Source: an optimization exercise on an open RTL-to-GDS flow (aim: small area and a short achievable clock period). Production flows keep margins and buffers that such runs may drop. RTL that was checked went through simulation tests only; none was proved equivalent to the original. The flow treats the clock pin as an ideal source. Dropping or thinning the clock tree relies on that and would not hold on a real chip. No activity file was given, so power comes from the tool's default toggle rates.

// SPI_TOP
module SPI_TOP(
    input clk,
	input rst,
	input ss_n,
	input MOSI, 
	output MISO
);
For scale: ~3000 cells after synthesis, about 5 I/O pins, ~48000 um^2 of cells after synthesis.
==> module deserializer, before the edit <==
module deserializer(
    input serial_data,
    input clk,rst,
    input deser_en,
    output reg[9:0] parallel_data,
    output reg data_valid,
    output wire issue        
);
reg [3:0] counter;
wire full = (counter == 4'd10);
assign issue = deser_en & full;
always @(posedge clk,negedge rst) begin
    if (!rst) begin
        counter<=4'b0;
        data_valid<=1'b0;
    end
    else begin
        data_valid <= issue;
        if (deser_en)
            counter <= full ? 4'd0 : counter + 1'b1;
    end
end
always @(posedge clk) begin
    if (deser_en & !full)
        parallel_data<={serial_data,parallel_data[9:1]};
end
endmodule
==> module Single_Port_Asyn_RAM, before the edit <==
module Single_Port_Asyn_RAM #(parameter MEM_DEPTH =256,parameter ADDR_SIZE=8)( 
    input [9:0]din,
    input clk,rst,rx_valid,
    input rx_issue,
    output [7:0] dout,
    output reg tx_valid
);
localparam NG = 24;
wire hi = din[7] & din[6];
wire k3 = din[5] & din[4];
wire [4:0] c_grp  = !hi ? din[7:3] : (!k3 ? {1'b0, din[3:0]} : {2'b10, din[2:0]});
wire [3:0] c_slot = !hi ? {1'b0, din[2:0]} : (!k3 ? {2'b10, din[5:4]} : {3'b100, din[3]});
wire cmd_wa = rx_valid & (din[9:8] == 2'b00);
wire cmd_wr = rx_valid & (din[9:8] == 2'b01);
wire iss_ra = rx_issue & (din[9:8] == 2'b10);
reg [8:0] read_address;
reg wa_set;    
always @(posedge clk,negedge rst) begin
    if (!rst) begin
        tx_valid<=1'b0;
        read_address<=9'b0;
        wa_set<=1'b0;
    end
    else begin
        tx_valid <= rx_valid & (din[9:8] == 2'b11);
        if (iss_ra)
            read_address <= {c_grp, c_slot};
        if (cmd_wa)
            wa_set <= 1'b1;
    end
end
reg [8:0] write_address;
reg [7:0] wd_p;
reg pend;
wire wa_zero = cmd_wr & !wa_set;
wire pend_n = cmd_wa ? 1'b0 : cmd_wr ? 1'b1 : pend;
always @(posedge clk) begin
    if (cmd_wa | wa_zero)
        write_address <= cmd_wa ? {c_grp, c_slot} : 9'b0;
    pend <= pend_n;
    if (cmd_wr)
        wd_p <= din[7:0];
end
reg [3:0] p11, p10;
wire [3:0] p11_n = (p11 == 4'd10) ? 4'd0 : p11 + 1'b1;
wire [3:0] p10_n = (p10 == 4'd9)  ? 4'd0 : p10 + 1'b1;
always @(posedge clk) begin
    p11 <= p11_n;
    p10 <= p10_n;
end
wire [3:0] w_slot_n = wa_zero ? 4'd0 : write_address[3:0];
wire [1:0] w_hi_n = wa_zero ? 2'd0 : write_address[8:7];
wire [2:0] w_lo_n = wa_zero ? 3'd0 : write_address[6:4];
reg [2:0] wsel;
reg [7:0] wlo;
reg r_hit, fwd;
always @(posedge clk) begin
    wsel[0] <= pend_n & (w_hi_n == 2'd0) & (w_slot_n == p11_n);
    wsel[1] <= pend_n & (w_hi_n == 2'd1) & (w_slot_n == p11_n);
    wsel[2] <= pend_n & (w_hi_n == 2'd2) & (w_slot_n == p10_n);
    wlo <= 8'd1 << w_lo_n;
    r_hit <= read_address[3:0] == (read_address[8] ? p10_n : p11_n);
    fwd <= pend_n & (wa_zero ? (read_address == 9'd0) : (write_address == read_address));
end
wire [8*NG-1:0] tails;
wire [7:0] wdn = ~wd_p;
genvar g;
generate
for (g = 0; g < NG; g = g + 1) begin : grp
    localparam L = (g < 16) ? 11 : 10;
    reg [8*L-1:0] ring;
    wire we = wsel[g / 8] && wlo[g % 8];
    assign tails[8*g +: 8] = ring[8*L-1 -: 8];
    wire [7:0] head;
    ring_head hd [7:0] (.wdn(wdn), .wen(!we), .t(ring[8*L-1 -: 8]), .h(head));
    always @(posedge clk)
        ring <= {ring[8*L-9:0], head};
end
endgenerate
reg [7:0] rlo;
always @(posedge clk)
    rlo <= 8'd1 << read_address[6:4];
wire [1:0] r_hi = read_address[8:7];
wire [23:0] tsel_b;
genvar h;
generate
for (h = 0; h < 3; h = h + 1) begin : rb
    sel8 s (.d(tails[64*h +: 64]), .oh(rlo), .y(tsel_b[8*h +: 8]));
end
endgenerate
wire [7:0] tsel = (r_hi == 2'd0) ? tsel_b[7:0] : (r_hi == 2'd1) ? tsel_b[15:8] : tsel_b[23:16];
reg [7:0] rbuf;
always @(posedge clk) begin
    if (r_hit)
        rbuf <= fwd ? wd_p : tsel;
end
assign dout = rbuf;
endmodule
==> module SPI_Slave, before the edit <==
module SPI_Slave(
    input MOSI,
    input clk,rst,ss_n,
    input tx_valid,
    output wire MISO,
    input [7:0]tx_data,
    output wire [9:0]rx_data,
    output wire rx_valid,
    output wire rx_issue
);
reg start_q, shift_q;
always @(posedge clk,negedge rst) begin
    if (!rst) begin
        start_q <= 1'b0;
        shift_q <= 1'b0;
    end
    else begin
        start_q <= !ss_n & !start_q & !shift_q;
        shift_q <= !ss_n & (start_q | shift_q);
    end
end
deserializer  Deserializer_SPI(
    .serial_data(MOSI),
    .clk(clk),
    .rst(rst),
    .deser_en(shift_q),
    .parallel_data(rx_data),
    .data_valid(rx_valid),
    .issue(rx_issue)
);
SERIALIZER SERIALIZER_SPI(
   .rst(rst),
   .clk(clk),
   .data(tx_data),
   .ser_out(MISO),
   .data_valid(tx_valid),
   .ss_n(ss_n)
);
endmodule
==> module SPI_TOP, before the edit <==
module SPI_TOP(
    input clk,
	input rst,
	input ss_n,
	input MOSI, 
	output MISO
);
	wire [9:0] SLAVE_RAM;
	wire [7:0] RAM_SLAVE;
	wire tx_valid, rx_valid, rx_issue;
	SPI_Slave SPI_SLAVE 
	(
		.MOSI(MOSI),
		.MISO(MISO),
		.ss_n(ss_n),
		.clk(clk),
		.rst(rst),
		.rx_data(SLAVE_RAM),
		.rx_valid(rx_valid),
		.rx_issue(rx_issue),
		.tx_data(RAM_SLAVE),
		.tx_valid(tx_valid)
	);
	Single_Port_Asyn_RAM RAM
	(
		.clk(clk),
		.rst(rst),
		.din(SLAVE_RAM),
		.rx_valid(rx_valid),
		.rx_issue(rx_issue),
		.dout(RAM_SLAVE),
		.tx_valid(tx_valid)
	);
endmodule
Settings: LEC_CHECK=0, CAP_MARGIN=30, CORE_MARGIN=2, CORE_UTILIZATION=65, SETUP_SLACK_MARGIN=3.8, SLEW_MARGIN=40, SYNTH_HIERARCHICAL=1, SYNTH_MINIMUM_KEEP_SIZE=0; clock period 6.0 ns.
standard.sh (not shown) runs the stock make flow with config.mk's settings and CLKGATE_MAP_FILE= SYNTH_SCRIPT=/design/flow/synth_recipe.tcl, a recipe that flattens the netlist after the stock synthesis.
==> flow/flow/run.sh <==
#!/bin/bash
# Layout flow: the standard ORFS flow (standard.sh), with these changes:
# - the flip-flop driving MISO's output buffer is moved next to that buffer
#   before detailed placement (flow/miso.tcl), so it does not drive a long wire;
set -euo pipefail
export PRE_DETAIL_PLACE_TCL="$PWD/flow/miso.tcl"
export POST_CTS_TCL="$PWD/flow/quad_ct.tcl"
export CTS_ARGS="-sink_clustering_enable -repair_clock_nets -sink_clustering_size 32 -sink_clustering_max_diameter 80 -dont_use_dummy_load"
bash standard.sh synth > log_synth.txt 2>&1
bash standard.sh floorplan > log_floorplan.txt 2>&1
bash standard.sh place > log_place.txt 2>&1
bash standard.sh cts > log_cts.txt 2>&1
bash standard.sh route > log_route.txt 2>&1
bash standard.sh finish > log_finish.txt 2>&1
Other scripts of this flow, unchanged in this note and not shown: flow/flow/miso.tcl, flow/flow/quad_ct.tcl
The baseline passed the timing, design-rule and antenna checks.
Then changed:
--- a/flow/design.v
+++ b/flow/design.v
@@ -5,9 +5,9 @@
     output reg[9:0] parallel_data,
     output reg data_valid,
-    output wire issue        
+    output wire complete     
 );
 reg [3:0] counter;
 wire full = (counter == 4'd10);
-assign issue = deser_en & full;
+assign complete = deser_en & (counter == 4'd9);
 always @(posedge clk,negedge rst) begin
     if (!rst) begin
@@ -16,5 +16,5 @@
     end
     else begin
-        data_valid <= issue;
+        data_valid <= deser_en & full;
         if (deser_en)
             counter <= full ? 4'd0 : counter + 1'b1;
@@ -65,16 +65,23 @@
     input [9:0]din,
     input clk,rst,rx_valid,
-    input rx_issue,
+    input rx_complete,
+    input MOSI,
     output [7:0] dout,
     output reg tx_valid
 );
 localparam NG = 24;
-wire hi = din[7] & din[6];
-wire k3 = din[5] & din[4];
-wire [4:0] c_grp  = !hi ? din[7:3] : (!k3 ? {1'b0, din[3:0]} : {2'b10, din[2:0]});
-wire [3:0] c_slot = !hi ? {1'b0, din[2:0]} : (!k3 ? {2'b10, din[5:4]} : {3'b100, din[3]});
+function [8:0] conv;
+    input [7:0] a;
+    reg hi, k3;
+    begin
+        hi = a[7] & a[6];
+        k3 = a[5] & a[4];
+        conv[8:4] = !hi ? a[7:3] : (!k3 ? {1'b0, a[3:0]} : {2'b10, a[2:0]});
+        conv[3:0] = !hi ? {1'b0, a[2:0]} : (!k3 ? {2'b10, a[5:4]} : {3'b100, a[3]});
+    end
+endfunction
 wire cmd_wa = rx_valid & (din[9:8] == 2'b00);
 wire cmd_wr = rx_valid & (din[9:8] == 2'b01);
-wire iss_ra = rx_issue & (din[9:8] == 2'b10);
+wire ld_ra = rx_complete & MOSI & !din[9];
 reg [8:0] read_address;
 reg wa_set;    
@@ -87,6 +94,6 @@
     else begin
         tx_valid <= rx_valid & (din[9:8] == 2'b11);
-        if (iss_ra)
-            read_address <= {c_grp, c_slot};
+        if (ld_ra)
+            read_address <= conv(din[8:1]);
         if (cmd_wa)
             wa_set <= 1'b1;
@@ -100,5 +107,5 @@
 always @(posedge clk) begin
     if (cmd_wa | wa_zero)
-        write_address <= cmd_wa ? {c_grp, c_slot} : 9'b0;
+        write_address <= cmd_wa ? conv(din[7:0]) : 9'b0;
     pend <= pend_n;
     if (cmd_wr)
@@ -123,6 +130,6 @@
     wsel[2] <= pend_n & (w_hi_n == 2'd2) & (w_slot_n == p10_n);
     wlo <= 8'd1 << w_lo_n;
-    r_hit <= read_address[3:0] == (read_address[8] ? p10_n : p11_n);
-    fwd <= pend_n & (wa_zero ? (read_address == 9'd0) : (write_address == read_address));
+    r_hit <= read_address[3:0] == (read_address[8] ? p10 : p11);
+    fwd <= pend & !wa_zero & (write_address == read_address);
 end
 wire [8*NG-1:0] tails;
@@ -152,9 +159,11 @@
 end
 endgenerate
-wire [7:0] tsel = (r_hi == 2'd0) ? tsel_b[7:0] : (r_hi == 2'd1) ? tsel_b[15:8] : tsel_b[23:16];
-reg [7:0] rbuf;
-always @(posedge clk) begin
-    if (r_hit)
-        rbuf <= fwd ? wd_p : tsel;
+reg [7:0] tsel, rbuf;
+always @(posedge clk) begin
+    tsel <= (r_hi == 2'd0) ? tsel_b[7:0] : (r_hi == 2'd1) ? tsel_b[15:8] : tsel_b[23:16];
+    if (fwd)
+        rbuf <= wd_p;
+    else if (r_hit)
+        rbuf <= tsel;
 end
 assign dout = rbuf;
@@ -181,5 +190,5 @@
     output wire [9:0]rx_data,
     output wire rx_valid,
-    output wire rx_issue
+    output wire rx_complete
 );
 reg start_q, shift_q;
@@ -201,5 +210,5 @@
     .parallel_data(rx_data),
     .data_valid(rx_valid),
-    .issue(rx_issue)
+    .complete(rx_complete)
 );
 SERIALIZER SERIALIZER_SPI(
@@ -221,5 +230,5 @@
 	wire [9:0] SLAVE_RAM;
 	wire [7:0] RAM_SLAVE;
-	wire tx_valid, rx_valid, rx_issue;
+	wire tx_valid, rx_valid, rx_complete;
 	SPI_Slave SPI_SLAVE 
 	(
@@ -231,5 +240,5 @@
 		.rx_data(SLAVE_RAM),
 		.rx_valid(rx_valid),
-		.rx_issue(rx_issue),
+		.rx_complete(rx_complete),
 		.tx_data(RAM_SLAVE),
 		.tx_valid(tx_valid)
@@ -241,5 +250,6 @@
 		.din(SLAVE_RAM),
 		.rx_valid(rx_valid),
-		.rx_issue(rx_issue),
+		.rx_complete(rx_complete),
+		.MOSI(MOSI),
 		.dout(RAM_SLAVE),
 		.tx_valid(tx_valid)
Outcome: Design area rises by 0.47%. Power is higher by 0.92%. Sequential share of layout area hardly moves. First-iteration DRC count falls by 12%. Utilization came out higher by 0.21 points. Die area is higher by 0.52%.
The RTL of the first run of this note was laid out without a check of its function.

## static timing again, ports no longer ideal
In the flow no input, the clock included, has a driving cell. The finished layouts below were timed again as built, in two steps. Step 1: set_driving_cell puts a clkbuf_16 on clk and a buf_2 on each other input, an assumption about the parent block. Step 2 also shifts input and output timing later by t, the mid clock arrival at the registers, as if the neighbouring blocks saw the same clock. Slacks: ideal ports / drivers / drivers and shift; pairs: ideal ports / drivers.
| run | shift t [ns] | setup WS [ns] | worst setup path at the end | clock arrival spread, ns | pins driven straight from the clock port |
|---|---|---|---|---|---|
| the first run | 0.605 | 3.798 / 3.673 / 3.419 | input to register | 0.087 / 0.087 | 4 |
| the second run | 0.597 | 3.865 / 3.715 / 3.698 | input to register | 0.058 / 0.059 | 4 |
After both steps every run listed still meets setup and hold. The setup slack of the first run, which loses most, moves by -0.125 ns with the drivers and by -0.379 ns with both steps.
